Source: an optimization exercise on an open RTL-to-GDS flow (aim: small area). Production flows keep margins and buffers that such runs may drop.
RTL that was checked went through simulation tests only; none was proved equivalent to the original.
Only the layout flow was run in runs 4 to 7; the RTL was not checked for function there.
The clock cells of runs 1, 3 and 7 come from the design's own scripts or RTL, not from TritonCTS.
No driver is modelled on the clock port, so clock power and skew are understated where the tree is cut down; a real chip needs a root buffer or a tree.
No activity file was given, so power comes from the tool's default toggle rates.

**design/flow/flow/cut.py**
```python
# cut.py in.v out.v: replace every flip-flop instance by ports (Q -> input, D/DE -> outputs)
import re, sys
s = open(sys.argv[1]).read()
m = re.search(r'module\s+(\S+)\s*\((.*?)\);', s, re.S)
ports = m.group(2)
newports, decls = [], []
def repl(mm):
    cell, name, body = mm.group(1), mm.group(2), mm.group(3)
    if not re.search(r'__(e?dfxtp|dfxbp|dfrtp|dfstp|sdfxtp)_\d', cell):
        return mm.group(0)
    pins = dict(re.findall(r'\.(\w+)\s*\(\s*(.*?)\s*\)\s*(?:,|$)', body, re.S))
    key = re.sub(r'[^A-Za-z0-9_]', '_', name.strip('\\ '))
    out = []
    for p, net in pins.items():
        if p in ('CLK',):
            continue
        if p in ('Q', 'Q_N'):
            pn = f'q_{key}_{p}'
            newports.append(pn); decls.append(f'input {pn};')
            out.append(f'assign {net} = {pn};')
        else:
            pn = f'd_{key}_{p}'
            newports.append(pn); decls.append(f'output {pn};')
            out.append(f'assign {pn} = {net};')
    return '\n'.join(out) + '\n'
s = re.sub(r'(sky130_fd_sc_hd__\w+)\s+(\\?\S+)\s*\((.*?)\);', repl, s, flags=re.S)
s = s.replace(m.group(0), 'module %s (%s, %s);\n%s' % (m.group(1), ports, ', '.join(newports), '\n'.join(decls)), 1)
open(sys.argv[2], 'w').write(s)
```
**design/flow/design.v**
```verilog
module vg75
(
    input               clock,
    input               reset_n,
    output reg          r,
    output              g,
    output              b,
    output              hs,
    output              vs,
    input      [15:0]   cpu_address,
    input      [ 7:0]   cpu_out,
    input               cpu_we,
    input               cpu_rd,
    output     [15:0]   address,
    output     [10:0]   font_address,
    input       [7:0]   in,
    input       [7:0]   font_in
);
assign g = r;
assign b = r;
reg  [ 2:0] ph;          
reg  [ 7:0] hc;          
reg  [ 3:0] ln;          
reg  [ 5:0] vr;          
reg  [ 4:0] frame;       
reg         flash;
reg  [ 5:0] mask;        
reg  [ 7:0] glyph;       
reg         loaded;      
reg         display;
reg         ld;          
reg         ld_row;      
reg  [ 6:0] cursor_x;
reg  [ 4:0] cursor_y;    
wire p0 = ~ph[2] & ~ph[0];
wire p1 = ~ph[1] &  ph[0];
wire p5 =  ph[2] & ~ph[1];
wire xmax  = ~hc[7] & hc[6] & hc[5] & hc[4] & p5;        
wire vlast =  vr[5] & ~vr[4] & vr[2];                    
wire ymax  = vlast & ln[1] & ln[0];                      
wire lnmax = ln[3] & ln[0];                              
assign hs = hc[7] | ~(hc[6] & hc[5]) | (hc[4:0] == 5'd0 & ~p0);   
assign vs = vlast & ln[1];                                         
wire text  = ~vr[5] & ~(vr[4] & vr[3] & vr[2] & vr[1]);   
wire hpos  = ~hc[7] & (~hc[6] | ~hc[5] & ~hc[4]);          
wire h80   = hc[6] & ~hc[5] & hc[4] & (hc[3:0] == 4'd0);     
wire hin   = hpos | h80;                                   
wire ln0   = ln == 4'd0;
wire match = (cursor_x == hc[6:0]) & (cursor_y == vr[4:0]);
wire       first = hc[7] & ln0;                            
wire [4:0] row   = text & ~(first & vr == 0) ? vr[4:0] : 5'd30;
wire [2:0] colh  = ~text ? 3'd0 : hin ? hc[6:4] : first ? 3'd0 : 3'd5;
wire [3:0] coll  = text & hin ? hc[3:0] : 4'd0;
wire [8:0] ahi   = 9'h06A + row * 5 + colh;
wire h0    = hc[6:0] == 7'd0;                             
wire fetch1 = text & h0 & p1;                              
wire vr0   = vr == 6'd0;
assign address = loaded | fetch1 & vr0 & ln0 ? {3'b111, ahi, coll} : 16'h0000;
wire       fetched = ~hc[7] & ~(h0 & p1);                  
wire [2:0] lnm1    = ln[2:0] - 1;
wire [2:0] fline   = ~loaded ? 3'd0 : text & fetched ? ln[2:0] : text & ~ln0 ? lnm1 : 3'd1;
assign font_address = {glyph, fline};
always @(posedge clock) begin
    ph <= reset_n == 0 || xmax ? 3'b110 : {ph[1:0], ~ph[2]};
    if (reset_n == 0 || xmax)
        hc <= 8'd235;
    else if (p0)
        hc <= hc + 1;
    if (reset_n == 0) begin
        ln <= 5;
        vr <= 6'd55;
    end else if (xmax) begin
        if (ymax) begin
            ln <= 5;
            vr <= 6'd55;
        end else if (lnmax) begin
            ln <= 0;
            vr <= vr + 1;
        end else
            ln <= ln + 1;
    end
    if (reset_n == 0) begin
        frame <= 5'b00010;
        flash <= 0;
    end else if (xmax && ymax) begin
        frame <= (frame == 5'b10000) ? 5'b00010 : {frame[3:0], frame[4] ^ frame[2]};
        if (frame == 5'b10000) flash <= ~flash;
    end
    if (reset_n == 0)
        loaded <= 0;
    else if (fetch1)
        loaded <= 1;
    if (reset_n == 0)
        glyph <= 0;
    else if (text && hin && p1)
        glyph <= in;
    if (text && hpos && p5)
        mask <= ln[3] ? {6{match & flash}} : font_in[5:0];
    else
        mask <= {mask[4:0], 1'b0};
    r <= reset_n & display & mask[5] & ~hc[7];
    if (reset_n == 0) begin
        display  <= 1;
        ld       <= 0;
        cursor_x <= 0;
        cursor_y <= 0;
    end else if (cpu_we) begin
        if (cpu_address == 16'hC001) begin
            if (cpu_out[7:5] == 3'b001) begin
                ld      <= 0;
                display <= |cpu_out[4:0];
            end
            if (cpu_out == 8'h80) begin
                ld     <= 1;
                ld_row <= 0;
            end
        end else if (cpu_address == 16'hC000 && ld) begin
            ld_row <= ~ld_row;
            if (ld_row) cursor_y <= cpu_out[4:0] | {5{cpu_out[5]}};
            else        cursor_x <= cpu_out[6:0];
        end
    end
end
endmodule
```
**design/flow/flow/abc_area.script.in**
```
strash
&get -n
&st
&deepsyn -T 60 -S SEED
&put
dch -f
amap
```
**design/flow/flow/reopt.tcl**
```tcl
# Re-map the combinational logic of the standard synthesis for area.
# Flip-flops are kept as they are (same instances, names and cell types):
# they are black boxes here, so only the logic between them is rebuilt.
yosys -import
set lib $::env(REOPT_LIB)
read_liberty -ignore_miss_func $lib
read_verilog $::env(REOPT_IN)
hierarchy -top $::env(FLOW_TOP)
foreach m [list sky130_fd_sc_hd__dfxtp_1 sky130_fd_sc_hd__dfxtp_2 sky130_fd_sc_hd__dfxtp_4 \
             sky130_fd_sc_hd__edfxtp_1 sky130_fd_sc_hd__dfrtp_1 sky130_fd_sc_hd__dfstp_1 \
             sky130_fd_sc_hd__dfxbp_1 sky130_fd_sc_hd__sdfxtp_1] {
  blackbox $m
}
flatten
opt_clean
set dont_use {}
foreach c $::env(REOPT_DONT_USE) { lappend dont_use -dont_use $c }
abc -script $::env(REOPT_ABC) -liberty $lib {*}$dont_use
opt_clean -purge
hilomap -singleton -hicell sky130_fd_sc_hd__conb_1 HI -locell sky130_fd_sc_hd__conb_1 LO
insbuf -buf sky130_fd_sc_hd__buf_1 A X
splitnets
opt_clean -purge
tee -o $::env(REOPT_STAT) stat -liberty $lib $::env(FLOW_TOP)
select $::env(FLOW_TOP)
write_verilog -noattr -noexpr -nohex -nodec -selected $::env(REOPT_OUT)
```
**design/flow/config.mk**
```make
export PLATFORM = sky130hd
export DESIGN_NAME = vg75
export DESIGN_NICKNAME = vg75
export VERILOG_FILES = /design/flow/design.v
export SDC_FILE = /design/flow/constraint.sdc
export NUM_CORES = 4
export LEC_CHECK = 0
export CAP_MARGIN = 20
export CORE_MARGIN = 2
export CORE_UTILIZATION = 70
export SLEW_MARGIN = 20
```
**design/flow/standard.sh**
```bash
#!/bin/bash
# synth_recipe.tcl (not shown) runs the flow's synth.tcl, then flattens the netlist and writes it again
# the make line also repeats each setting of config.mk as NAME=value (left out here)
make -C /OpenROAD-flow-scripts/flow DESIGN_CONFIG=/design/flow/config.mk WORK_HOME=/design/flow/orfs CLKGATE_MAP_FILE= SYNTH_SCRIPT=/design/flow/synth_recipe.tcl "${@:-finish}"
```
**design/flow/flow/cts_pick.tcl**
```tcl
# Try one clock tree (flow/cts_hook.tcl with the FLOW_CTS_* settings) on the
# placed design and print the largest flip-flop clock-pin slew it gives.
set p $::env(FLOW_HOME)/platforms/sky130hd
read_lef $p/lef/sky130_fd_sc_hd.tlef
read_lef $p/lef/sky130_fd_sc_hd_merged.lef
read_liberty $p/lib/sky130_fd_sc_hd__tt_025C_1v80.lib
read_db $::env(PICK_RES)/3_place.odb
read_sdc $::env(PICK_RES)/3_place.sdc
source $p/setRC.tcl
source $::env(PICK_FLOW)/cts_hook.tcl
clock_tree_synthesis
detailed_placement
estimate_parasitics -placement
set mx 0
foreach pin [get_pins -hierarchical */CLK] {
  foreach k {slew_max_rise slew_max_fall} {
    set v [get_property $pin $k]
    if { $v > $mx } { set mx $v }
  }
}
puts "PICK_SLEW $mx"
```
**design/flow/flow/eqv.tcl**
```tcl
# Prove the re-mapped netlist equivalent to the standard one: both have their
# flip-flops cut into ports (flow/cut.py), then a SAT miter over the logic.
yosys -import
read_liberty -ignore_miss_func $::env(REOPT_LIB)
read_verilog $::env(EQV_GOLD)
yosys rename $::env(FLOW_TOP) gold
read_verilog $::env(EQV_GATE)
yosys rename $::env(FLOW_TOP) gate
hierarchy -check
flatten
opt_clean
miter -equiv -flatten -make_assert gold gate miter
hierarchy -top miter
sat -verify -prove-asserts miter
```
**design/flow/flow/cts_hook.tcl**
```tcl
# Clock tree: the clock port drives a few clock buffers, each placed at the
# centre of a group of flip-flops (k-means on their placed positions), and
# each buffer drives its group's clock pins. This replaces TritonCTS.
proc my_kmeans_cts { k bufcell } {
  set block [ord::get_db_block]
  set dbu [$block getDefUnits]
  set pins {}
  set xs {}
  set ys {}
  foreach pin [get_pins -of_objects [get_nets clock]] {
    if { [get_property $pin direction] != "input" } { continue }
    set it [sta::sta_to_db_pin $pin]
    set loc [[$it getInst] getLocation]
    lappend pins $pin
    lappend xs [expr [lindex $loc 0] / double($dbu)]
    lappend ys [expr [lindex $loc 1] / double($dbu)]
  }
  set n [llength $pins]
  # initial centres: spread along x
  set order [lsort -real -indices $xs]
  set cx {}
  set cy {}
  for { set j 0 } { $j < $k } { incr j } {
    set i [lindex $order [expr int(($j + 0.5) * $n / $k)]]
    lappend cx [lindex $xs $i]
    lappend cy [lindex $ys $i]
  }
  for { set iter 0 } { $iter < 50 } { incr iter } {
    set asg {}
    for { set i 0 } { $i < $n } { incr i } {
      set best 0
      set bd 1e30
      for { set j 0 } { $j < $k } { incr j } {
        set d [expr abs([lindex $xs $i] - [lindex $cx $j]) + abs([lindex $ys $i] - [lindex $cy $j])]
        if { $d < $bd } { set bd $d; set best $j }
      }
      lappend asg $best
    }
    set ncx {}
    set ncy {}
    for { set j 0 } { $j < $k } { incr j } {
      set sx 0.0; set sy 0.0; set c 0
      for { set i 0 } { $i < $n } { incr i } {
        if { [lindex $asg $i] == $j } {
          set sx [expr $sx + [lindex $xs $i]]
          set sy [expr $sy + [lindex $ys $i]]
          incr c
        }
      }
      if { $c > 0 } {
        lappend ncx [expr $sx / $c]
        lappend ncy [expr $sy / $c]
      } else {
        lappend ncx [lindex $cx $j]
        lappend ncy [lindex $cy $j]
      }
    }
    set cx $ncx
    set cy $ncy
  }
  for { set j 0 } { $j < $k } { incr j } {
    set group {}
    for { set i 0 } { $i < $n } { incr i } {
      if { [lindex $asg $i] == $j } { lappend group [lindex $pins $i] }
    }
    if { [llength $group] == 0 } { continue }
    puts "clock group $j: [llength $group] sinks at [lindex $cx $j] [lindex $cy $j]"
    insert_buffer -buffer_cell $bufcell -net clock -load_pins $group \
      -location [list [lindex $cx $j] [lindex $cy $j]] \
      -buffer_name clkbuf_leaf_$j -net_name clknet_leaf_$j
  }
}

my_kmeans_cts $::env(FLOW_CTS_K) $::env(FLOW_CTS_BUF)
# Optional root driver between the clock port and the leaf drivers (needed
# when the leaves are inverters, or when there are more than 4 of them).
if { [info exists ::env(FLOW_CTS_ROOT)] && $::env(FLOW_CTS_ROOT) != "" } {
  set leaves [get_pins -of_objects [get_nets clock] -filter "direction == input"]
  set sx 0.0; set sy 0.0; set c 0
  set dbu [[ord::get_db_block] getDefUnits]
  foreach pin $leaves {
    set loc [[[sta::sta_to_db_pin $pin] getInst] getLocation]
    set sx [expr $sx + [lindex $loc 0] / double($dbu)]
    set sy [expr $sy + [lindex $loc 1] / double($dbu)]
    incr c
  }
  insert_buffer -buffer_cell $::env(FLOW_CTS_ROOT) -net clock -load_pins $leaves \
    -location [list [expr $sx / $c] [expr $sy / $c]] -buffer_name clkbuf_root -net_name clknet_root
}
rename clock_tree_synthesis my_unused_cts
proc clock_tree_synthesis { args } {
  set_propagated_clock [all_clocks]
}
```
**design/flow/flow/run.sh**
```bash
#!/bin/bash
# Layout flow:
#  1. the standard synthesis (standard.sh synth);
#  2. its combinational logic re-mapped for area by Yosys/ABC (flow/reopt.tcl),
#     flip-flops untouched, and the result proven equivalent to the standard
#     netlist (flow/eqv.tcl); if anything fails the standard netlist is kept;
#  3. the standard layout, with buf_1 port buffers and a clock tree of a few
#     buffers, each driving a k-means group of flip-flops (flow/cts_hook.tcl),
#     sized by trying a few on the placed design (flow/cts_pick.tcl).
set -euo pipefail
W=$PWD
RES=$W/orfs/results/$FLOW_PLATFORM/vg75/base
export REOPT_LIB=$FLOW_HOME/platforms/sky130hd/lib/sky130_fd_sc_hd__tt_025C_1v80.lib
export REOPT_DONT_USE="sky130_fd_sc_hd__probe_p_8 sky130_fd_sc_hd__probec_p_8 sky130_fd_sc_hd__lpflow_bleeder_1 sky130_fd_sc_hd__lpflow_clkbufkapwr_1 sky130_fd_sc_hd__lpflow_clkbufkapwr_16 sky130_fd_sc_hd__lpflow_clkbufkapwr_2 sky130_fd_sc_hd__lpflow_clkbufkapwr_4 sky130_fd_sc_hd__lpflow_clkbufkapwr_8 sky130_fd_sc_hd__lpflow_clkinvkapwr_1 sky130_fd_sc_hd__lpflow_clkinvkapwr_16 sky130_fd_sc_hd__lpflow_clkinvkapwr_2 sky130_fd_sc_hd__lpflow_clkinvkapwr_4 sky130_fd_sc_hd__lpflow_clkinvkapwr_8 sky130_fd_sc_hd__lpflow_decapkapwr_12 sky130_fd_sc_hd__lpflow_decapkapwr_3 sky130_fd_sc_hd__lpflow_decapkapwr_4 sky130_fd_sc_hd__lpflow_decapkapwr_6 sky130_fd_sc_hd__lpflow_decapkapwr_8 sky130_fd_sc_hd__lpflow_inputiso0n_1 sky130_fd_sc_hd__lpflow_inputiso0p_1 sky130_fd_sc_hd__lpflow_inputiso1n_1 sky130_fd_sc_hd__lpflow_inputiso1p_1 sky130_fd_sc_hd__lpflow_inputisolatch_1 sky130_fd_sc_hd__lpflow_isobufsrc_1 sky130_fd_sc_hd__lpflow_isobufsrc_16 sky130_fd_sc_hd__lpflow_isobufsrc_2 sky130_fd_sc_hd__lpflow_isobufsrc_4 sky130_fd_sc_hd__lpflow_isobufsrc_8 sky130_fd_sc_hd__lpflow_isobufsrckapwr_16 sky130_fd_sc_hd__lpflow_lsbuf_lh_hl_isowell_tap_1 sky130_fd_sc_hd__lpflow_lsbuf_lh_hl_isowell_tap_2 sky130_fd_sc_hd__lpflow_lsbuf_lh_hl_isowell_tap_4 sky130_fd_sc_hd__lpflow_lsbuf_lh_isowell_4 sky130_fd_sc_hd__lpflow_lsbuf_lh_isowell_tap_1 sky130_fd_sc_hd__lpflow_lsbuf_lh_isowell_tap_2 sky130_fd_sc_hd__lpflow_lsbuf_lh_isowell_tap_4"

bash standard.sh synth > synth.log 2>&1

mkdir -p reopt
cp $RES/1_2_yosys.v reopt/standard.v
python3 flow/cut.py reopt/standard.v reopt/standard_cut.v
# Rounds of ABC runs with different random seeds, in parallel; each round
# starts from the best netlist so far. Only netlists proven equivalent to the
# standard one are kept.
remap() {
  local r=$1 s=$2 in=$3
  local n=r${r}_s$s
  sed "s/SEED/$((s + 4 * r))/" flow/abc_area.script.in > reopt/abc_$n.script
  REOPT_IN=$in REOPT_OUT=$W/reopt/remapped_$n.v REOPT_STAT=$W/reopt/stat_$n.txt \
    REOPT_ABC=$W/reopt/abc_$n.script yosys -c flow/reopt.tcl > reopt_$n.log 2>&1 \
  && python3 flow/cut.py reopt/remapped_$n.v reopt/remapped_${n}_cut.v \
  && EQV_GOLD=$W/reopt/standard_cut.v EQV_GATE=$W/reopt/remapped_${n}_cut.v \
       yosys -c flow/eqv.tcl > eqv_$n.log 2>&1 \
  && echo "$(awk '/Chip area/ {print $NF}' reopt/stat_$n.txt) $n" >> reopt/proven.txt
}
: > reopt/proven.txt
best_in=$W/reopt/standard.v
for r in 0 1 2 3 4; do
  for s in 0 1 2 3; do remap $r $s $best_in & done
  wait
  if [[ -s reopt/proven.txt ]]; then
    best=$(sort -g reopt/proven.txt | head -1 | awk '{print $2}')
    best_in=$W/reopt/remapped_$best.v
  fi
done
if [[ -s reopt/proven.txt ]]; then
  echo "using the re-mapped netlist $best" > reopt/choice.txt
  cp reopt/remapped_$best.v $RES/1_2_yosys.v
  rm -f $RES/1_synth.odb $RES/1_synth.sdc
else
  echo "re-mapping failed; using the standard netlist" > reopt/choice.txt
fi

MAKEARGS=("BUFFER_PORTS_ARGS=-buffer_cell sky130_fd_sc_hd__buf_1" "PRE_CTS_TCL=$W/flow/cts_hook.tcl")
bash standard.sh "${MAKEARGS[@]}" place > place.log 2>&1

# Clock tree: the smallest of these (leaf count, leaf buffer, root buffer)
# whose estimated clock-pin slew after placement is under 100 ps.
: > cts_pick.log
picked=""
for cfg in "4 buf_6 -" "4 clkbuf_8 -" "4 buf_8 -" "6 buf_6 buf_2" "4 buf_12 -" "4 clkbuf_16 -" "6 buf_12 buf_4" "8 clkbuf_16 buf_8"; do
  set -- $cfg
  root=""; [[ $3 != - ]] && root=sky130_fd_sc_hd__$3
  slew=$(FLOW_CTS_K=$1 FLOW_CTS_BUF=sky130_fd_sc_hd__$2 FLOW_CTS_ROOT=$root PICK_RES=$RES PICK_FLOW=$W/flow \
         openroad -no_init -exit flow/cts_pick.tcl 2>&1 | tee -a cts_pick.log | awk '/^PICK_SLEW/ {print $2}' || true)
  echo "config $cfg: slew $slew" >> cts_pick.log
  if [[ -n $slew ]] && awk -v s=$slew 'BEGIN {exit !(s < 0.100)}'; then
    picked=$cfg; break
  fi
done
[[ -z $picked ]] && picked="8 clkbuf_16 buf_8"
echo "picked $picked" >> cts_pick.log
set -- $picked
export FLOW_CTS_K=$1 FLOW_CTS_BUF=sky130_fd_sc_hd__$2
export FLOW_CTS_ROOT=""; [[ $3 != - ]] && FLOW_CTS_ROOT=sky130_fd_sc_hd__$3

bash standard.sh "${MAKEARGS[@]}" finish > layout.log 2>&1
```
**design/flow/constraint.sdc**
```tcl
create_clock -name core_clock -period 10.0 [get_ports {clock}]
set_input_delay 2.0000 -clock core_clock [delete_from_list [all_inputs] [get_ports {clock}]]
set_output_delay 2.0000 -clock core_clock [all_outputs]
set_load 0.01 [all_outputs]
```
==> results of run 1 <==
[path summary, 6_finish.rpt]
kind / to / slack [ps]
setup / recovery: address[10] / 3980
hold reg to reg: r / 430
setup reg to reg: vr[4] / 6970
hold / removal: r / 430
[worst register-to-register path, delay by kind of cell, from the launching register on]
family / cells / cell delay (ps)
flops: 1 / 430
simple gates: 5 / 1490
compound gates: 2 / 360
buf+inv: 4 / 730
[registers in the layout (all words and copies together) (netlist names), 3 cells and up]
name      flops
vr            6
ln            4
frame         5
cursor_x      7
glyph         8
ph            3
cursor_y      5
mask          6
hc            8
[through the flow]
step	power (mW)	worst slack (ps)	instances	hold WS [ps]	cell area [sq um]
2_1_floorplan	0.248	4960	353	398	2710
3_3_place_gp	0.257	4570	462	406	3000
3_5_place_dp	0.258	4470	462	415	3000
4_1_cts	0.371	4030	469	432	3080
5_1_grt	0.383	3610	469	447	3080
6_report	0.369	3980	469	431	3080
[per-layer routing]
| metal | track usage, % | up-vias | wire, microns |
|---|---|---|---|
| li1 | - | 1396 | - |
| met1 | 36.2 | 1247 | 2580 |
| met2 | 52.4 | 123 | 3000 |
| met5 | 0 | - | 0 |
| met3 | 3.24 | 19 | 468 |
| met4 | 8.42 | 0 | 154 |
[final cells by class, clock buffers not listed]
class,count,area [sq um],area share (%)
flip-flops and latches,58,1170,38.1
inverters,49,184,5.98
repair buffers,73,278,9.03
well taps,48,60.1,1.95
multi-input cells,234,1310,42.6
[power groups by stage]
stage                     Clock, mW  Sequential [mW]  Combinational [mW]
after floorplan                   0            0.239             0.00810
after global placement            0            0.240              0.0172
after detailed placement          0            0.240              0.0179
after CTS                     0.118            0.235              0.0181
after global routing          0.127            0.235              0.0209
final                         0.116            0.235              0.0182
==> out/results.txt, run 1 <==
Crit path depth -> 20
Combinational power share -> 4.9%
Setup_tns -> 0 ps
Number of hold violations in the final report -> 0
Clock transition at path regs -> 80 ps
Die height -> 66.2 microns
Maximum vdd drop -> 0.116 mV
Fmax -> 166 MHz
Critical R2R Launch -> hc[5]
Hold-fix buffers, CTS -> 0
CORE AREA -> 3690 sq um
First-pass iteration count of the detailed router -> 5
CP Launch Type -> flop
Mapped Nets -> 397
Largest net degree at the start of global routing -> 25
Dpl hpwl -> 4800 microns
Area Overhead vs Synth -> 13.5%
Final setup fails -> 0
Final core occ -> 83.4%
Clock power frac -> 31.4%
CP Class -> reg2out
First-pass GRT wire length -> 10300 microns
Most frequent cells in the layout -> 72 x buf_1, 61 x nor2_1, 57 x dfxtp_1
PwrDens -> 120 nW/um^2
Clock latency on the worst-skew pair -> 410 ps
Post-CTS Setup Repair Bufs -> 0
Worst-path cell chain -> nor4_1 > nor2_1 > nor3_1 > clkinv_1 > nand2_1 > o21ai_0 > nand2_1 > nand2_1 > nand2_1 > o21ai_0 > and2_0 > o21a_1 > nor3_1 > nor2_1 > o21ai_0 > o211ai_1 > o21ai_0 > nor2_1 > a311oi_1 > buf_1
Die Area -> 4390 sq um
Routability cong. -> 0.836
Site Rows -> 22
Vias -> 2785
Via/cell ratio -> 5.94
Syn_area_per_cell -> 7.68 sq um
Most common cell after layout, fill and taps aside -> buf_1
Worst Hold Path Cells -> 2
Post-cts gate resize count -> 0
Nets@finish -> 467
Synth Instances -> 353
RSZ-0062 raised after global routing -> false
Global route overflow -> 0
Crit-path max FO -> 11
Sequential power share -> 63.7%
Total wire length -> 6210 microns
Max_slew headroom -> 32.0%
Fin crit share -> 60.2%
R2R depth -> 11
Net Sw Frac -> 21.7%
Cell area after synthesis -> 2710 sq um
Run status -> timing/DRC/antenna clean
Leakage -> 1.03 nW
Slew at the pin with the worst max-slew slack -> 1010 ps
Routed WL per cell -> 13.2 microns
Min cycle time layout -> 6020 ps
Final Max Tran Viols -> 0
Antenna Violating Nets Remaining -> 0
Antenna violations before repair -> 0
Layout cells sized above 1 -> 1.90%
Worst path required time -> 8000 ps
Max_cap viols -> 0
Worst Setup SP -> ln[3]
Worst min-delay path class -> reg2reg
Min-delay src -> mask[5]
Clock skew -> 38.3 ps
Fillers -> 249
IO Count -> 76
Total GRT Usage -> 29.0%
Vias in the first global route -> 2430
P_sw -> 80.3 uW
Die W -> 66.2 microns
Crit path DAT -> 4020 ps
Port bufs -> 72
ANT cells -> 0
Kind of cell adding the most delay to the critical path -> simple AND/OR/NAND/NOR gates
Ys Warns -> 1
Number of buffers and inverters on the critical path -> 2
Initial Util -> 73.5%
Worst setup EP type -> output port
Pint -> 289 uW
Crit-path max cell delay -> 430 ps
# DRC -> 0
First DRT Iteration DRCs -> 156
Critical-path top delay cell -> dfxtp_1
==> inputs of run 2 (changes only) <==
--- a/design/flow/config.mk
+++ b/design/flow/config.mk
@@ -9,3 +9,3 @@
 export CORE_MARGIN = 2
-export CORE_UTILIZATION = 70
+export CORE_UTILIZATION = 80
 export SLEW_MARGIN = 20
==> out/results.txt, run 2 <==
Mapped Nets -> 397
Syn_area_per_cell -> 7.68 sq um
Cell area after synthesis -> 2710 sq um
Initial Util -> 82.5%
IO Count -> 76
Run status -> stopped before the end
Site Rows -> 21
Port bufs -> 72
Die height -> 62.2 microns
Ys Warns -> 1
Die W -> 62.2 microns
Synth Instances -> 353
Stage where the flow stopped -> global placement
Error Message -> [ERROR GPL-0301] Utilization 102.469 % exceeds 100%.
==> inputs of run 3 (changes only) <==
--- a/design/flow/flow/run.sh
+++ b/design/flow/flow/run.sh
@@ -59,3 +59,3 @@
 picked=""
-for cfg in "4 buf_6 -" "4 clkbuf_8 -" "4 buf_8 -" "6 buf_6 buf_2" "4 buf_12 -" "4 clkbuf_16 -" "6 buf_12 buf_4" "8 clkbuf_16 buf_8"; do
+for cfg in "4 buf_6 -" "4 clkbuf_8 -" "4 buf_8 -" "5 buf_6 buf_2" "5 buf_6 buf_4" "8 buf_4 buf_2" "6 buf_6 buf_2" "4 buf_12 -" "4 clkbuf_16 -" "6 buf_12 buf_4" "8 clkbuf_16 buf_8"; do
   set -- $cfg
--- a/design/flow/config.mk
+++ b/design/flow/config.mk
@@ -9,3 +9,3 @@
 export CORE_MARGIN = 2
-export CORE_UTILIZATION = 80
+export CORE_UTILIZATION = 70
 export SLEW_MARGIN = 20
==> out/results.txt, run 3 <==
Total GRT Usage -> 29.0%
Site Rows -> 22
Vias in the first global route -> 2421
Max_cap viols -> 0
Crit-path max cell delay -> 430 ps
Metal3 WL -> 440 microns
Cell area after synthesis -> 2710 sq um
Hold-fix buffers, CTS -> 0
Slew at the pin with the worst max-slew slack -> 1050 ps
Layout cells sized above 1 -> 1.67%
Port bufs -> 72
Sequential power share -> 64.4%
Leakage -> 1.02 nW
Combinational power share -> 5.0%
Syn_area_per_cell -> 7.68 sq um
Total wire length -> 6240 microns
Largest regs -> glyph: 8 flops, hc: 8 flops, cursor_x: 7 flops
PwrDens -> 119 nW/um^2
Initial Util -> 73.5%
Worst-path cell chain -> nor4_1 > nor2_1 > nor3_1 > clkinv_1 > nand2_1 > o21ai_0 > nand2_1 > nand2_1 > nand2_1 > o21ai_0 > and2_0 > o21a_1 > nor3_1 > nor2_1 > o21ai_0 > o211ai_1 > o21ai_0 > nor2_1 > a311oi_1 > buf_1
RSZ-0062 raised after global routing -> false
Die W -> 66.2 microns
# DRC -> 0
Crit path DAT -> 4000 ps
Setup Slack @ Placement -> 4470 ps
Most frequent cells in the layout -> 72 x buf_1, 61 x nor2_1, 57 x dfxtp_1
Clock latency on the worst-skew pair -> 400 ps
Met2 WL -> 2970 microns
IO Count -> 76
Synth Instances -> 353
Antenna Violating Nets Remaining -> 0
ANT cells -> 0
Die Area -> 4390 sq um
Dpl hpwl -> 4800 microns
Fmax -> 167 MHz
Routability cong. -> 0.836
Fin crit share -> 60.0%
M1 WL -> 2720 microns
Clock transition at path regs -> 90 ps
Mapped Nets -> 397
Setup_tns -> 0 ps
Clock power frac -> 30.6%
Run status -> timing/DRC/antenna clean
CORE AREA -> 3690 sq um
Critical-path top delay cell -> dfxtp_1
Worst min-delay path class -> reg2reg
Largest net degree at the start of global routing -> 25
Clock skew -> 22.0 ps
Min cycle time layout -> 6000 ps
Die height -> 66.2 microns
Post-cts gate resize count -> 0
Antenna violations before repair -> 0
Final core occ -> 83.1%
Global route overflow -> 0
Most common cell after layout, fill and taps aside -> buf_1
Ys Warns -> 1
Nets@finish -> 466
Maximum vdd drop -> 0.105 mV
Vias -> 2763
First DRT Iteration DRCs -> 184
Post-CTS Setup Repair Bufs -> 0
Pint -> 281 uW
First-pass GRT wire length -> 10300 microns
Final Max Tran Viols -> 0
Worst setup EP type -> output port
Number of hold violations in the final report -> 0
Crit-path max FO -> 11
Area Overhead vs Synth -> 13.1%
CP Launch Type -> flop
Max_slew headroom -> 29.1%
Worst path required time -> 8000 ps
First-pass iteration count of the detailed router -> 5
Routed WL per cell -> 13.3 microns
Via/cell ratio -> 5.90
Final setup fails -> 0
Top Metal Used -> met4
CP Class -> reg2out
Net Sw Frac -> 22.7%
P_sw -> 82.9 uW
Min setup slack post-route -> 4000 ps
[run 3: worst paths after layout]
check,startpoint,end,slack [ps],cells past startpoint
worst max-delay path,ln[3],address[10],4000,20
worst min register to register,display,r,430,2
worst min-delay path,display,r,430,2
worst max register to register,hc[5],vr[4],6940,11
[run 3: metrics by stage]
stage          total power, mW  hold slack [ps]  cell area (sq um)  std cells
6_report                 0.364              431               3060        468
5_1_grt                  0.373              448               3060        468
4_1_cts                  0.364              433               3060        468
3_5_place_dp             0.258              415               3000        462
3_3_place_gp             0.257              406               3000        462
2_1_floorplan            0.248              398               2710        353
[run 3: routing by layer]
| layer | track usage, % | up-vias |
|---|---|---|
| met5 | 0 | - |
| met2 | 52.1 | 125 |
| met1 | 37.0 | 1229 |
| met4 | 7.65 | 0 |
| met3 | 2.56 | 15 |
| li1 | - | 1394 |
[run 3: layout make-up, clock buffers not listed]
| cell class | instances | area (sq um) |
|---|---|---|
| Inverter | 49 | 184 |
| Timing Repair Buffer | 73 | 278 |
| Multi-Input combinational cell | 234 | 1310 |
| Fill cell | 249 | 624 |
| Tap cell | 48 | 60.1 |
| Sequential cell | 58 | 1170 |
[run 3: power groups by stage]
stage | Combinational [mW] | Sequential [mW] | Clock (mW)
floorplan | 0.00810 | 0.239 | 0
global placement | 0.0172 | 0.240 | 0
detailed placement | 0.0179 | 0.240 | 0
CTS | 0.0181 | 0.235 | 0.111
global route | 0.0209 | 0.235 | 0.118
finish | 0.0183 | 0.235 | 0.111
[run 3: critical path: cells and delay by family (launching register included)]
family	cells	cell delay [ps]
AND/OR/NAND/NOR	11	1810
AO/OA/AOI/OAI	7	1030
buffers and inverters	2	310
flip-flops	1	430
==> inputs of run 4 (changes only) <==
--- a/design/flow/design.v
+++ b/design/flow/design.v
@@ -14,3 +14,3 @@
     output     [15:0]   address,
-    output     [10:0]   font_address,
+    output reg [10:0]   font_address,
     input       [7:0]   in,
@@ -27,3 +27,3 @@
 reg  [ 5:0] mask;        
-reg  [ 7:0] glyph;       
+reg  [12:0] addr;        
 reg         loaded;      
@@ -33,3 +33,3 @@
 reg  [ 6:0] cursor_x;
-reg  [ 4:0] cursor_y;    
+reg  [ 5:0] cursor_y;
 wire p0 = ~ph[2] & ~ph[0];
@@ -41,23 +41,10 @@
 wire lnmax = ln[3] & ln[0];                              
-assign hs = hc[7] | ~(hc[6] & hc[5]) | (hc[4:0] == 5'd0 & ~p0);   
-assign vs = vlast & ln[1];                                         
+assign hs = hc[7] | ~(hc[6] & hc[5]) | (hc[4:0] == 5'd0);   
+assign vs = vlast & ln[1];                                 
 wire text  = ~vr[5] & ~(vr[4] & vr[3] & vr[2] & vr[1]);   
 wire hpos  = ~hc[7] & (~hc[6] | ~hc[5] & ~hc[4]);          
-wire h80   = hc[6] & ~hc[5] & hc[4] & (hc[3:0] == 4'd0);     
-wire hin   = hpos | h80;                                   
-wire ln0   = ln == 4'd0;
-wire match = (cursor_x == hc[6:0]) & (cursor_y == vr[4:0]);
-wire       first = hc[7] & ln0;                            
-wire [4:0] row   = text & ~(first & vr == 0) ? vr[4:0] : 5'd30;
-wire [2:0] colh  = ~text ? 3'd0 : hin ? hc[6:4] : first ? 3'd0 : 3'd5;
-wire [3:0] coll  = text & hin ? hc[3:0] : 4'd0;
-wire [8:0] ahi   = 9'h06A + row * 5 + colh;
-wire h0    = hc[6:0] == 7'd0;                             
-wire fetch1 = text & h0 & p1;                              
-wire vr0   = vr == 6'd0;
-assign address = loaded | fetch1 & vr0 & ln0 ? {3'b111, ahi, coll} : 16'h0000;
-wire       fetched = ~hc[7] & ~(h0 & p1);                  
-wire [2:0] lnm1    = ln[2:0] - 1;
-wire [2:0] fline   = ~loaded ? 3'd0 : text & fetched ? ln[2:0] : text & ~ln0 ? lnm1 : 3'd1;
-assign font_address = {glyph, fline};
+wire h80   = hc == 8'd80;
+wire fetch = text & (hpos | h80);                          
+wire match = (cursor_x == hc[6:0]) & (cursor_y == vr);
+assign address = {{3{loaded}}, addr};
 always @(posedge clock) begin
@@ -66,3 +53,3 @@
         hc <= 8'd235;
-    else if (p0)
+    else if (p5)
         hc <= hc + 1;
@@ -82,16 +69,25 @@
     if (reset_n == 0) begin
-        frame <= 5'b00010;
+        frame <= 0;
         flash <= 0;
     end else if (xmax && ymax) begin
-        frame <= (frame == 5'b10000) ? 5'b00010 : {frame[3:0], frame[4] ^ frame[2]};
-        if (frame == 5'b10000) flash <= ~flash;
+        frame <= (frame == 29) ? 0 : frame + 1;
+        if (frame == 29) flash <= ~flash;
+    end
+    if (reset_n == 0) begin
+        addr   <= 0;
+        loaded <= 0;
+    end else if (fetch && p0) begin
+        loaded <= 1;
+        if (hc == 0) begin
+            if (ln == 0) begin
+                if (vr == 0) addr <= 13'h06A0;
+            end else
+                addr[12:4] <= addr[12:4] - 5;
+        end else
+            addr <= addr + 1;
     end
     if (reset_n == 0)
-        loaded <= 0;
-    else if (fetch1)
-        loaded <= 1;
-    if (reset_n == 0)
-        glyph <= 0;
-    else if (text && hin && p1)
-        glyph <= in;
+        font_address <= 0;
+    else if (fetch && p1)
+        font_address <= {in, ln[2:0]};
     if (text && hpos && p5)
@@ -118,3 +114,3 @@
             ld_row <= ~ld_row;
-            if (ld_row) cursor_y <= cpu_out[4:0] | {5{cpu_out[5]}};
+            if (ld_row) cursor_y <= cpu_out[5:0];
             else        cursor_x <= cpu_out[6:0];
==> design/flow/run.sh (new file) <==
#!/bin/bash
# synth_recipe.tcl (not shown) runs the flow's synth.tcl, then flattens the netlist and writes it again
# the make line also repeats each setting of config.mk as NAME=value (left out here)
make -C /OpenROAD-flow-scripts/flow DESIGN_CONFIG=/design/flow/config.mk WORK_HOME=/design/flow/orfs CLKGATE_MAP_FILE= SYNTH_SCRIPT=/design/flow/synth_recipe.tcl finish
--- a/design/flow/config.mk
+++ b/design/flow/config.mk
@@ -9,3 +9,3 @@
 export CORE_MARGIN = 2
-export CORE_UTILIZATION = 70
+export CORE_UTILIZATION = 40
 export SLEW_MARGIN = 20
removed: design/flow/flow/run.sh
removed: design/flow/flow/abc_area.script.in
removed: design/flow/flow/cts_hook.tcl
removed: design/flow/flow/cts_pick.tcl
removed: design/flow/flow/cut.py
removed: design/flow/flow/eqv.tcl
removed: design/flow/flow/reopt.tcl
removed: design/flow/standard.sh
==> out/results.txt, run 4 <==
Worst min-delay path class -> reg2reg
Sequential Area -> 1510 sq um
Library cells used by synthesis -> 60
Synth Instances -> 444
Die height -> 102 microns
# DRC -> 0
Area contributors post-synth -> dfxtp_1 38%, mux2i_1 6.7%, nor2_1 5.2%
Ys Warns -> 1
Post-synth top area cell -> dfxtp_1
Tot Pwr -> 583 uW
Number of hold violations in the final report -> 0
First-pass GRT wire length -> 15800 microns
Critical-path top delay cell -> clkdlybuf4s50_1
Leakage -> 1.76 nW
Initial Util -> 41.5%
Clock buffer depth -> 2
Kind of cell adding the most delay to the critical path -> buffers and inverters
Routability cong. -> 0.791
Worst setup EP type -> output port
CORE AREA -> 9330 sq um
Metal3 WL -> 524 microns
Mapped Nets -> 499
Worst path required time -> 8000 ps
Nets@finish -> 558
Critical R2R Launch -> hc[0]
Number of buffers and inverters on the critical path -> 2
Global route overflow -> 0
Crit path DAT -> 2040 ps
Most numerous cell in the Yosys netlist -> dfxtp_1
Final setup fails -> 0
Synth top cells by count -> 74 x dfxtp_1, 54 x nor2_1, 38 x nand2_1
Final Cell Area -> 4840 sq um
Dpl hpwl -> 6920 microns
Crit-path max FO -> 6
Hold-fix buffers, CTS -> 0
Crit path depth -> 5
Clock sink total -> 75
Clock latency on the worst-skew pair -> 360 ps
M1 WL -> 4340 microns
Worst-path cell chain -> inv_1 > ha_1 > nor4b_4 > nand2b_1 > clkdlybuf4s50_1
Clock transition at path regs -> 100 ps
Post-CTS Setup Repair Bufs -> 0
Area after DPL -> 4640 sq um
FF-to-FF End -> addr[12]
Cts bufs inserted -> 9
Most common cell after layout, fill and taps aside -> dfxtp_1
Most used DFF post-synth -> dfxtp_1
Cell area after synthesis -> 3870 sq um
Area of the multi-input gates -> 2170 sq um
Most frequent cells in the layout -> 74 x dfxtp_1, 72 x clkdlybuf4s50_1, 54 x nor2_1
Site Rows -> 35
Clock root buffer -> clkbuf_8
Max reg flops -> 13
Clock skew -> 19.0 ps
Flop-to-flop setup slack -> 7600 ps
Crit-path max cell delay -> 540 ps
Async SR Flop Fraction -> 0%
Top Metal Used -> met4
Routed WL per cell -> 14.9 microns
Die Area -> 10500 sq um
Layout cells sized above 1 -> 6.69%
Run status -> timing/DRC/antenna clean
Yosys top cell area share -> 38.3%
Worst Setup SP -> hc[0]
RSZ-0062 raised after global routing -> false
Largest regs -> addr: 13 flops, font_address: 11 flops, hc: 8 flops
Die W -> 102 microns
First-pass iteration count of the detailed router -> 5
Final Max Tran Viols -> 0
Syn_area_per_cell -> 8.72 sq um
Port bufs -> 72
Via/cell ratio -> 5.40
Htree depth -> 3
Total wire length -> 9490 microns
Top reg by flops -> addr
Max_slew headroom -> 39.1%
Met2 WL -> 4510 microns
PwrDens -> 120 nW/um^2
CP Class -> reg2out
Area Overhead vs Synth -> 25.1%
ANT cells -> 0
CP Launch Type -> flop
Max_cap viols -> 0
Antenna violations before repair -> 0
Total GRT Usage -> 19.0%
Post-synth EDFFs -> 1
Largest net degree at the start of global routing -> 34
R2R depth -> 7
Antenna Violating Nets Remaining -> 0
Vias in the first global route -> 3363
#FFs+latches synth -> 75
Fillers -> 902
Fin crit share -> 40.4%
Setup crit end -> hs
Maximum vdd drop -> 0.0910 mV
First DRT Iteration DRCs -> 133
Post-cts gate resize count -> 0
CTS tree -> done
IO Count -> 76
Vias -> 3442
Slew at the pin with the worst max-slew slack -> 912 ps
Fmax -> 248 MHz
Sequential area share after synthesis -> 39.0%
Min cycle time layout -> 4040 ps
Setup_tns -> 0 ps
-- run 4: tightest hold or removal path, stage by stage (launching register included) --
cell and delay (ps):
dfxtp_1 310, nor2_1 100, a21oi_1 40
-- run 4: power breakdown --
| part | leakage [nW] | switching (mW) | internal, mW |
|---|---|---|---|
| clock network | 0.0924 | 0.125 | 0.117 |
| registers | 0.610 | 0.00458 | 0.302 |
| logic | 1.06 | 0.0144 | 0.0209 |
-- run 4: layout make-up --
type                       count  share of cell area (%)
multi-input combinational    326                    44.7
sequential                    75                    31.2
timing repair buffer          75                    15.3
inverter                      16                    1.24
clock buffer                   9                    2.56
tap                          129                    3.33
clock inverter                 7                    1.58
-- run 4: logic make-up after synthesis --
logic type / Yosys count / share of synthesized area [%]
and+or+nand+nor: 188 / 26.1
buffers and inverters: 43 / 5.14
DFF: 75 / 39.0
AOI/OAI and AO/OA: 72 / 12.9
xor gates and xnor gates: 29 / 6.56
adders and majority gates: 11 / 3.56
muxes: 26 / 6.72
-- run 4: metal layers --
| layer | vias to the layer above | track usage [%] |
|---|---|---|
| met5 | - | 0 |
| met4 | 0 | 6.05 |
| met3 | 11 | 5.06 |
| met2 | 122 | 31.2 |
| met1 | 1597 | 24.3 |
| li1 | 1712 | - |
-- run 4: how the worst min path moves through the flow --
stage | cells past startpoint | slack [ps] | endpoint | from
detailed placement | 2 | 470 | mask[3] | mask[2]
floorplan | 1 | 440 | ph[0] | ph[2]
CTS | 1 | 490 | ph[0] | ph[2]
global placement | 2 | 450 | mask[3] | mask[2]
global route | 2 | 510 | mask[3] | mask[2]
finish | 2 | 470 | mask[4] | mask[3]
-- run 4: per-stage QoR --
stage          worst slack (ps)  hold WS, ps  utilization, %  instances
2_1_floorplan              6620          439               -        444
3_3_place_gp               6040          453            49.8        621
3_5_place_dp               6010          472            49.8        621
4_1_cts                    5910          488            51.9        637
5_1_grt                    5780          509            51.9        637
6_report                   5960          472            51.9        637
==> inputs of run 5 (changes only) <==
--- a/design/flow/config.mk
+++ b/design/flow/config.mk
@@ -7,2 +7,3 @@
 export LEC_CHECK = 0
+export ABC_AREA = 1
 export CAP_MARGIN = 20
==> out/results.txt, run 5 <==
FF-to-FF End -> addr[5]
ANT cells -> 0
Area contributors post-synth -> dfxtp_1 35%, nand2_1 14%, nand3_1 8.8%
Largest regs -> addr: 13 flops, font_address: 11 flops, hc: 8 flops
Number of hold violations in the final report -> 0
Site Rows -> 37
R2R depth -> 11
Clock skew -> 11.7 ps
Most used DFF post-synth -> dfxtp_1
Total GRT Usage -> 19.2%
Post-synth top area cell -> dfxtp_1
Initial Util -> 41.3%
Run status -> timing/DRC/antenna clean
RSZ-0062 raised after global routing -> false
Die height -> 108 microns
Min cycle time layout -> 4060 ps
Crit-path max FO -> 4
Final Cell Area -> 5290 sq um
Port bufs -> 72
Max_slew headroom -> 53.7%
CP Launch Type -> flop
Routability cong. -> 0.867
Clock sink total -> 75
Die Area -> 11600 sq um
Setup_tns -> 0 ps
Crit-path max cell delay -> 580 ps
IO Count -> 76
Via/cell ratio -> 4.91
Kind of cell adding the most delay to the critical path -> buffers and inverters
Largest net degree at the start of global routing -> 27
First DRT Iteration DRCs -> 176
Total wire length -> 10300 microns
Max reg flops -> 13
Most numerous cell in the Yosys netlist -> nand2_1
Layout cells sized above 1 -> 4.84%
First-pass GRT wire length -> 18200 microns
Nets@finish -> 774
Maximum vdd drop -> 0.0765 mV
CTS tree -> done
Post-CTS Setup Repair Bufs -> 0
Syn_area_per_cell -> 6.53 sq um
# DRC -> 0
Fmax -> 246 MHz
Critical R2R Launch -> hc[0]
Library cells used by synthesis -> 38
Fillers -> 1073
Synth top cells by count -> 159 x nand2_1, 95 x nor2_1, 75 x nand3_1
Worst-path cell chain -> inv_1 > ha_1 > nand3_1 > o211ai_1 > clkdlybuf4s50_1
Antenna violations before repair -> 0
Final Max Tran Viols -> 0
PwrDens -> 115 nW/um^2
Critical-path top delay cell -> clkdlybuf4s50_1
Fin crit share -> 40.6%
Min-delay src -> display
Worst Hold Path Cells -> 2
Final setup fails -> 0
Die W -> 108 microns
Worst min-delay path class -> reg2reg
#FFs+latches synth -> 75
Max_cap viols -> 0
Worst setup EP type -> output port
Antenna Violating Nets Remaining -> 0
Cts bufs inserted -> 9
Most common cell after layout, fill and taps aside -> nand2_1
Clock transition at path regs -> 80 ps
Hold Slack -> 451 ps
Async SR Flop Fraction -> 0%
Number of buffers and inverters on the critical path -> 2
Cell area after synthesis -> 4290 sq um
Hold path endpoint -> r
Yosys top cell area share -> 34.5%
Hold-fix buffers, CTS -> 0
Crit path DAT -> 2060 ps
Leakage -> 2.28 nW
Mapped Nets -> 712
Htree depth -> 3
Area after DPL -> 5060 sq um
Clock buffer depth -> 2
Worst path required time -> 8000 ps
Area Overhead vs Synth -> 23.4%
Clock root buffer -> clkbuf_8
Vias in the first global route -> 4082
Ys Warns -> 1
Sequential area share after synthesis -> 35.2%
Post-cts gate resize count -> 0
Dpl hpwl -> 7710 microns
Vias -> 4216
Flop-to-flop setup slack -> 7660 ps
Synth Instances -> 657
Clock latency on the worst-skew pair -> 340 ps
Post-synth EDFFs -> 1
Slew at the pin with the worst max-slew slack -> 691 ps
Routed WL per cell -> 12.0 microns
CORE AREA -> 10400 sq um
CP Class -> reg2out
First-pass iteration count of the detailed router -> 4
Top reg by flops -> addr
Most frequent cells in the layout -> 159 x nand2_1, 95 x nor2_1, 75 x nand3_1
Global route overflow -> 0
[run 5: final cells by class]
cell class,instances,area (sq um),share of cell area [%]
Multi-Input combinational cell,479,2350,44.4
Tap cell,136,170,3.22
Inverter,80,300,5.68
Sequential cell,75,1510,28.6
Clock buffer,11,153,2.89
Clock inverter,4,72.6,1.37
Timing Repair Buffer,74,736,13.9
[run 5: worst min-delay path: cells and delay by family (launching register included)]
family	cells	cell delay [ps]
flip-flops	1	320
AND/OR/NAND/NOR	2	100
[run 5: stage by stage]
| stage | utilization [%] | power (mW) | std cells | worst slack [ps] |
|---|---|---|---|---|
| 2_1_floorplan | - | 0.328 | 657 | 6940 |
| 3_3_place_gp | 48.8 | 0.349 | 844 | 6050 |
| 3_5_place_dp | 48.8 | 0.350 | 844 | 6010 |
| 4_1_cts | 51.0 | 0.618 | 859 | 5910 |
| 5_1_grt | 51.0 | 0.633 | 859 | 5820 |
| 6_report | 51.0 | 0.607 | 859 | 5940 |
[run 5: worst max path at each step]
stage                         to    start  slack, ps  cells past startpoint
after floorplan           ld_row  reset_n       6940                      4
after detailed placement  ld_row  reset_n       6010                      5
after CTS                     hs    hc[1]       5910                      5
after global placement    ld_row  reset_n       6050                      5
after global routing          hs    hc[0]       5820                      5
final                         hs    hc[0]       5940                      5
[run 5: layer usage]
metal | track usage, % | vias up | wire [microns]
met5 | 0 | - | 0
met4 | 5.77 | 0 | 63
met3 | 3.15 | 5 | 312
met2 | 32.9 | 65 | 4860
met1 | 24.6 | 1912 | 5050
li1 | - | 2234 | -
[run 5: cell families (layout without fill, tap and decap cells)]
logic type | count (synthesis) | count (layout) | synth area share, %
DFF | 75 | 75 | 35.2
and+or+nand+nor | 386 | 386 | 40.1
buffers and inverters | 103 | 169 | 10.0
xor gates and xnor gates | 13 | 13 | 2.66
adders and majority gates | 11 | 11 | 3.21
AOI/OAI and AO/OA | 69 | 69 | 8.75
[run 5: power breakdown]
part	switching, mW	total [mW]	leakage [nW]	internal [mW]
clock network	0.111	0.265	0.111	0.154
registers	0.00354	0.305	0.610	0.301
logic	0.0183	0.0380	1.56	0.0197
total	0.132	0.607	2.28	0.475
==> inputs of run 6 (changes only) <==
==> design/flow/flow/run.sh (new file) <==
#!/bin/bash
# Standard synthesis, then the standard layout with small port buffers.
set -euo pipefail
bash standard.sh synth > synth.log 2>&1
bash standard.sh "BUFFER_PORTS_ARGS=-buffer_cell sky130_fd_sc_hd__buf_1" finish > layout.log 2>&1
==> design/flow/standard.sh (new file) <==
#!/bin/bash
# synth_recipe.tcl (not shown) runs the flow's synth.tcl, then flattens the netlist and writes it again
# the make line also repeats each setting of config.mk as NAME=value (left out here)
make -C /OpenROAD-flow-scripts/flow DESIGN_CONFIG=/design/flow/config.mk WORK_HOME=/design/flow/orfs CLKGATE_MAP_FILE= SYNTH_SCRIPT=/design/flow/synth_recipe.tcl "${@:-finish}"
--- a/design/flow/config.mk
+++ b/design/flow/config.mk
@@ -7,3 +7,2 @@
 export LEC_CHECK = 0
-export ABC_AREA = 1
 export CAP_MARGIN = 20
removed: design/flow/run.sh
==> out/results.txt, run 6 <==
Die Area -> 10500 sq um
Post-synth top area cell -> dfxtp_1
Min cycle time layout -> 3690 ps
Antenna violations before repair -> 0
CORE AREA -> 9330 sq um
Setup_tns -> 0 ps
Routed WL per cell -> 14.2 microns
Async SR Flop Fraction -> 0%
IO Count -> 76
Port bufs -> 72
Largest family of logic cells by synthesized area -> simple AND/OR/NAND/NOR gates
Final setup fails -> 0
Vias -> 3380
Die height -> 102 microns
Sequential area share after synthesis -> 39.0%
Critical R2R Launch -> ln[0]
Total wire length -> 9040 microns
Most numerous cell in the Yosys netlist -> dfxtp_1
Mapped Nets -> 499
Vias in the first global route -> 3208
#FFs+latches synth -> 75
Crit-path max FO -> 6
First-pass iteration count of the detailed router -> 4
Synth Area in XOR/XNOR -> 6.56%
Final Max Tran Viols -> 0
Post-CTS Setup Repair Bufs -> 0
First-pass GRT wire length -> 15200 microns
Top reg by flops -> addr
Simple-gate share of the synthesized area -> 26.1%
Initial Util -> 41.5%
Htree depth -> 3
GRT met3 Usage -> 4.58%
CP Launch Type -> flop
Worst path required time -> 8000 ps
R2R depth -> 6
Setup crit end -> hs
Worst min-delay path class -> reg2reg
Synth Instances -> 444
Clock transition at path regs -> 90 ps
FF-to-FF End -> addr[9]
CP Class -> reg2out
Site Rows -> 35
Crit path DAT -> 1690 ps
Maximum vdd drop -> 0.0910 mV
Synth top cells by count -> 74 x dfxtp_1, 54 x nor2_1, 38 x nand2_1
Most frequent cells in the layout -> 74 x dfxtp_1, 72 x buf_1, 54 x nor2_1
Fmax -> 271 MHz
Top Usage Layer GRT -> met2
Leakage -> 1.59 nW
Ys Warns -> 1
Setup Slack @ Placement -> 6350 ps
Clock latency on the worst-skew pair -> 350 ps
Hold-fix buffers, CTS -> 0
Clock skew -> 10.5 ps
Cts bufs inserted -> 9
Flop-to-flop setup slack -> 7650 ps
Fin crit share -> 36.9%
Area contributors post-synth -> dfxtp_1 38%, mux2i_1 6.7%, nor2_1 5.2%
# DRC -> 0
Antenna Violating Nets Remaining -> 0
Compound-Gate Fraction of Synth Area -> 12.9%
M1 GR Usage -> 23.5%
ANT cells -> 0
Library cells used by synthesis -> 60
Worst setup EP type -> output port
Fin cells -> 637
Clock root buffer -> clkbuf_8
Max reg flops -> 13
Dpl hpwl -> 6540 microns
Final core occ -> 47.0%
RSZ-0062 raised after global routing -> false
Adder-Cell Fraction of Synth Area -> 3.56%
Nets@finish -> 558
Worst Setup SP -> hc[0]
PwrDens -> 127 nW/um^2
Most common cell after layout, fill and taps aside -> dfxtp_1
Slew at the pin with the worst max-slew slack -> 926 ps
Post-cts gate resize count -> 0
Tot Pwr -> 559 uW
CTS tree -> done
Global route overflow -> 0
Area after DPL -> 4190 sq um
Max_cap viols -> 0
Routability cong. -> 0.808
Clock sink total -> 75
Hold Slack -> 479 ps
Cell area after synthesis -> 3870 sq um
Die W -> 102 microns
Final Cell Area -> 4390 sq um
Syn_area_per_cell -> 8.72 sq um
Yosys top cell area share -> 38.3%
First DRT Iteration DRCs -> 139
Largest net degree at the start of global routing -> 33
Number of hold violations in the final report -> 0
Most used DFF post-synth -> dfxtp_1
Min setup slack post-route -> 6310 ps
Via/cell ratio -> 5.31
Routing usage on met2 -> 31.0%
Run status -> timing/DRC/antenna clean
Largest regs -> addr: 13 flops, font_address: 11 flops, hc: 8 flops
Placed Cells -> 621
Post-synth EDFFs -> 1
Area Overhead vs Synth -> 13.3%
Layout cells sized above 1 -> 6.69%
Total GRT Usage -> 18.5%
Clock buffer depth -> 2
Max_slew headroom -> 38.2%
Post-synthesis mux area share -> 6.72%
-- run 6: changes by cell type after synthesis, moves of 6 or more --
cell | before | now
a21oi_1 | 32 | 20
a31oi_1 | 0 | 6
inv_1 | 73 | 16
mux2i_1 | 0 | 26
nand2_1 | 159 | 38
nand3_1 | 75 | 12
nand4_1 | 23 | 10
nor2_1 | 95 | 54
nor4_1 | 1 | 8
o21ai_0 | 22 | 12
or3_1 | 0 | 6
or4_1 | 0 | 6
xnor2_1 | 7 | 19
-- run 6: worst min-delay path by stage --
stage             from       to  cells past startpoint
2_1_floorplan    ph[2]    ph[0]                      1
3_3_place_gp   mask[2]  mask[3]                      2
6_report       mask[1]  mask[2]                      2
3_5_place_dp   mask[1]  mask[2]                      2
4_1_cts        mask[1]  mask[2]                      2
5_1_grt        mask[5]        r                      1
-- run 6: layer usage --
layer	wire length, microns	share of wire, %	vias to the layer above
li1	-	-	1708
met1	4280	47	1579
met2	4290	47	85
met3	384	4.2	8
met4	88	0.97	0
met5	0	0	-
-- run 6: cell type report --
type                    instances  area (sq um)
clock buffers                  10           149
clock inverters                 6          46.3
fillers                       932          4940
inverters                      16          60.1
multi-input cells             326          2170
flip-flops and latches         75          1510
well taps                     129           161
repair buffers                 75           293
-- run 6: cell families after synthesis --
group	count (synthesis)
compound gates	72
xor+xnor	29
fa+ha+maj	11
buf+inv	43
flops	75
mux	26
simple gates	188
-- run 6: critical path, cell delays in order, from the launching register on --
cell and delay, ps:
dfxtp_1 370, inv_1 70, ha_1 160, nor4b_4 380
nand2b_1 200, buf_1 160
-- run 6: power by group --
group / switching (mW) / internal, mW
combinational: 0.0141 / 0.0107
sequential: 0.00455 / 0.301
clock: 0.122 / 0.106
==> inputs of run 7 (changes only) <==
==> design/flow/flow/run.sh (replaced) <==
#!/bin/bash
# Standard synthesis, then the standard layout with two changes:
#  - port buffers are buf_1 cells;
#  - the clock tree is a few clock buffers, each driving one k-means group
#    of flip-flops (flow/cts_hook.tcl), instead of TritonCTS's tree.
set -euo pipefail
export FLOW_CTS_K=${FLOW_CTS_K:-4}
export FLOW_CTS_BUF=${FLOW_CTS_BUF:-sky130_fd_sc_hd__clkbuf_8}
bash standard.sh synth > synth.log 2>&1
bash standard.sh \
  "BUFFER_PORTS_ARGS=-buffer_cell sky130_fd_sc_hd__buf_1" \
  "PRE_CTS_TCL=$PWD/flow/cts_hook.tcl" \
  finish > layout.log 2>&1
==> design/flow/flow/cts_hook.tcl (new file) <==
# Clock tree: the clock port drives a few clock buffers, each placed at the
# centre of a group of flip-flops (k-means on their placed positions), and
# each buffer drives its group's clock pins. This replaces TritonCTS.
proc my_kmeans_cts { k bufcell } {
  set block [ord::get_db_block]
  set dbu [$block getDefUnits]
  set pins {}
  set xs {}
  set ys {}
  foreach pin [get_pins -of_objects [get_nets clock]] {
    if { [get_property $pin direction] != "input" } { continue }
    set it [sta::sta_to_db_pin $pin]
    set loc [[$it getInst] getLocation]
    lappend pins $pin
    lappend xs [expr [lindex $loc 0] / double($dbu)]
    lappend ys [expr [lindex $loc 1] / double($dbu)]
  }
  set n [llength $pins]
  # initial centres: spread along x
  set order [lsort -real -indices $xs]
  set cx {}
  set cy {}
  for { set j 0 } { $j < $k } { incr j } {
    set i [lindex $order [expr int(($j + 0.5) * $n / $k)]]
    lappend cx [lindex $xs $i]
    lappend cy [lindex $ys $i]
  }
  for { set iter 0 } { $iter < 50 } { incr iter } {
    set asg {}
    for { set i 0 } { $i < $n } { incr i } {
      set best 0
      set bd 1e30
      for { set j 0 } { $j < $k } { incr j } {
        set d [expr abs([lindex $xs $i] - [lindex $cx $j]) + abs([lindex $ys $i] - [lindex $cy $j])]
        if { $d < $bd } { set bd $d; set best $j }
      }
      lappend asg $best
    }
    set ncx {}
    set ncy {}
    for { set j 0 } { $j < $k } { incr j } {
      set sx 0.0; set sy 0.0; set c 0
      for { set i 0 } { $i < $n } { incr i } {
        if { [lindex $asg $i] == $j } {
          set sx [expr $sx + [lindex $xs $i]]
          set sy [expr $sy + [lindex $ys $i]]
          incr c
        }
      }
      if { $c > 0 } {
        lappend ncx [expr $sx / $c]
        lappend ncy [expr $sy / $c]
      } else {
        lappend ncx [lindex $cx $j]
        lappend ncy [lindex $cy $j]
      }
    }
    set cx $ncx
    set cy $ncy
  }
  for { set j 0 } { $j < $k } { incr j } {
    set group {}
    for { set i 0 } { $i < $n } { incr i } {
      if { [lindex $asg $i] == $j } { lappend group [lindex $pins $i] }
    }
    if { [llength $group] == 0 } { continue }
    puts "clock group $j: [llength $group] sinks at [lindex $cx $j] [lindex $cy $j]"
    insert_buffer -buffer_cell $bufcell -net clock -load_pins $group \
      -location [list [lindex $cx $j] [lindex $cy $j]] \
      -buffer_name clkbuf_leaf_$j -net_name clknet_leaf_$j
  }
}

my_kmeans_cts $::env(FLOW_CTS_K) $::env(FLOW_CTS_BUF)
rename clock_tree_synthesis my_unused_cts
proc clock_tree_synthesis { args } {
  set_propagated_clock [all_clocks]
}
--- a/design/flow/config.mk
+++ b/design/flow/config.mk
@@ -9,3 +9,4 @@
 export CORE_MARGIN = 2
-export CORE_UTILIZATION = 40
+export CORE_UTILIZATION = 70
+export PLACE_DENSITY = 0.8
 export SLEW_MARGIN = 20
==> out/results.txt, run 7 <==
Worst setup EP type -> flop
Cell area after synthesis -> 3870 sq um
Vias -> 3436
#FFs+latches synth -> 75
Final setup fails -> 0
First DRT Iteration DRCs -> 160
Layout cells sized above 1 -> 4.44%
Crit-path max FO -> 7
Die height -> 78.4 microns
ANT cells -> 0
Routability cong. -> 0.845
Leakage -> 1.52 nW
Fillers -> 433
Clock power frac -> 25.6%
Site Rows -> 27
Synth top cells by count -> 74 x dfxtp_1, 54 x nor2_1, 38 x nand2_1
# DRC -> 0
Total GRT Usage -> 28.9%
CP Class -> in2reg
Worst path required time -> 10040 ps
Antenna Violating Nets Remaining -> 0
Final Cell Area -> 4180 sq um
Worst Hold Path Cells -> 2
PwrDens -> 107 nW/um^2
Most frequent cells in the layout -> 74 x dfxtp_1, 72 x buf_1, 54 x nor2_1
Post-cts gate resize count -> 0
Clock transition at path regs -> 120 ps
Pint -> 350 uW
Kind of cell adding the most delay to the critical path -> simple AND/OR/NAND/NOR gates
Largest regs -> addr: 13 flops, font_address: 11 flops, hc: 8 flops
Die Area -> 6140 sq um
First-pass GRT wire length -> 14900 microns
Largest net degree at the start of global routing -> 39
Critical R2R Launch -> hc[0]
Via/cell ratio -> 6.05
Combinational power share -> 5.7%
Max_cap viols -> 0
Post-synth top area cell -> dfxtp_1
Die W -> 78.4 microns
Yosys top cell area share -> 38.3%
Antenna violations before repair -> 0
IO Count -> 76
Sequential power share -> 68.7%
Library cells used by synthesis -> 60
Sequential Area -> 1510 sq um
Fin cells -> 568
Area of the multi-input gates -> 2170 sq um
Placed Cells -> 564
Worst min-delay path class -> reg2reg
Initial Util -> 71.2%
Nets@finish -> 553
Clock skew -> 19.9 ps
Total wire length -> 8710 microns
Critical-path top delay cell -> nand3b_1
First-pass iteration count of the detailed router -> 4
Routed WL per cell -> 15.3 microns
Number of buffers and inverters on the critical path -> 1
Area Overhead vs Synth -> 7.89%
Crit-path max cell delay -> 430 ps
Area after DPL -> 4120 sq um
Global route overflow -> 0
FF-to-FF End -> font_address[6]
RSZ-0062 raised after global routing -> false
Mapped Nets -> 499
Async SR Flop Fraction -> 0%
Flop-to-flop setup slack -> 7520 ps
Syn_area_per_cell -> 8.72 sq um
Slew at the pin with the worst max-slew slack -> 935 ps
P_sw -> 96.0 uW
CP Launch Type -> input pin
Post-synth EDFFs -> 1
Maximum vdd drop -> 0.132 mV
Sequential area share after synthesis -> 39.0%
Min-delay src -> mask[2]
Area contributors post-synth -> dfxtp_1 38%, mux2i_1 6.7%, nor2_1 5.2%
Hold Slack -> 480 ps
Most used DFF post-synth -> dfxtp_1
Synth Instances -> 444
Post-CTS Setup Repair Bufs -> 0
Net Sw Frac -> 21.5%
Fin crit share -> 34.9%
Vias in the first global route -> 3273
Most common cell after layout, fill and taps aside -> dfxtp_1
Max reg flops -> 13
Ys Warns -> 1
Worst-path cell chain -> buf_1 > nand4bb_1 > nor3b_1 > nand3b_1 > mux2i_1 > nor2_1
Run status -> timing/DRC/antenna clean
Setup_tns -> 0 ps
Crit path DAT -> 3530 ps
Min cycle time layout -> 3490 ps
CORE AREA -> 5440 sq um
R2R depth -> 8
Dpl hpwl -> 6290 microns
Number of hold violations in the final report -> 0
Clock latency on the worst-skew pair -> 170 ps
Hold path endpoint -> mask[3]
Max_slew headroom -> 37.5%
Fmax -> 286 MHz
Most numerous cell in the Yosys netlist -> dfxtp_1
Final Max Tran Viols -> 0
Top reg by flops -> addr
Port bufs -> 72
Hold-fix buffers, CTS -> 0
[run 7: changes by cell type in the layout (fill, tap and decap cells not counted)]
| cell | previous run | this run |
|---|---|---|
| clkinvlp_4 | 2 | 0 |
| inv_6 | 1 | 0 |
| clkbuf_8 | 9 | 4 |
| clkinv_4 | 2 | 0 |
| clkbuf_16 | 1 | 0 |
| clkinv_2 | 1 | 0 |
[run 7: cell type report, clock buffers not listed]
cell class / instances / area share, %
inverter: 16 / 1.44
multi-input combinational: 326 / 51.9
sequential: 75 / 36.2
tap: 72 / 2.16
timing repair buffer: 75 / 7.01
[run 7: worst register-to-register path, cell delays in order (launching register included)]
cell and delay [ps]:
dfxtp_1 380, inv_1 70, ha_1 170, nor4b_2 200, nor2_1 120, nor4b_2 820
buf_4 320, mux2i_1 210, nor2_1 60
[run 7: worst max-delay path by stage]
stage,to,start,slack (ps),cells after the start
6_report,cursor_x[1],cpu_address[12],6510,6
3_5_place_dp,cursor_x[1],cpu_address[9],6330,6
2_1_floorplan,ld_row,cpu_out[1],6620,4
4_1_cts,cursor_x[1],cpu_address[12],6500,6
5_1_grt,cursor_x[1],cpu_address[12],6320,6
3_3_place_gp,ld_row,cpu_out[1],6410,5
[run 7: cells by family (layout without fill, tap and decap cells)]
family	count (synthesis)	in the layout	share of synthesized area (%)
xor gates and xnor gates	29	29	6.56
and+or+nand+nor	188	188	26.1
adders and majority gates	11	11	3.56
AOI/OAI and AO/OA	72	72	12.9
buffers and inverters	43	95	5.14
muxes	26	26	6.72
DFF	75	75	39.0
[run 7: metrics by stage]
step	util, %	total power [mW]	worst slack [ps]
after floorplan	-	0.326	6620
after global placement	75.8	0.337	6410
after detailed placement	75.8	0.338	6330
after CTS	76.8	0.445	6500
after global routing	76.8	0.461	6320
final	76.8	0.446	6510
[run 7: power groups by stage]
| stage | sequential [mW] | clock (mW) | combinational (mW) |
|---|---|---|---|
| 2_1_floorplan | 0.312 | 0 | 0.0148 |
| 3_3_place_gp | 0.313 | 0 | 0.0237 |
| 3_5_place_dp | 0.313 | 0 | 0.0251 |
| 4_1_cts | 0.306 | 0.113 | 0.0252 |
| 5_1_grt | 0.307 | 0.126 | 0.0281 |
| 6_report | 0.306 | 0.114 | 0.0255 |
[run 7: layer usage]
metal  part of all wire (%)  global-route usage [%]
met3                    4.7                    2.18
met5                      0                       0
met4                    1.5                    6.14
met2                     52                    54.1
met1                     42                    36.4

static timing again, ports no longer ideal:
How much do the figures lean on ideal ports? The routed layouts below were timed once more, with nothing changed but the port constraints.
Step 1 assumes that a clkbuf_16 drives the clock port and a buf_2 every other input.
Step 2 times the ports against the registers' clock, not the clock port: input delays grow and output delays shrink by t, the midpoint of the rising clock arrivals with the driver on.
Three values: ideal, step 1, step 2; two values: the first two.
run	t (ns)	setup WS [ns]	hold WS [ns]	latest minus earliest clock arrival (ns)
run 1	0.417	3.978 / 3.953 / 4.371	0.431 / 0.431 / 0.431	0.038 / 0.039
run 3	0.416	4.000 / 3.977 / 4.393	0.431 / 0.431 / 0.431	0.022 / 0.022
run 4	0.384	5.960 / 5.927 / 5.996	0.472 / 0.472 / 0.472	0.019 / 0.019
run 5	0.371	5.941 / 5.907 / 6.034	0.451 / 0.451 / 0.451	0.012 / 0.012
run 6	0.378	6.311 / 6.280 / 6.361	0.479 / 0.479 / 0.479	0.011 / 0.011
run 7	0.221	6.506 / 6.460 / 6.323	0.480 / 0.480 / 0.480	0.020 / 0.020
After both steps every run listed still meets setup and hold. For run 7, which loses most, drivers alone change the setup slack by -0.046 ns; drivers and shift together by -0.183 ns.
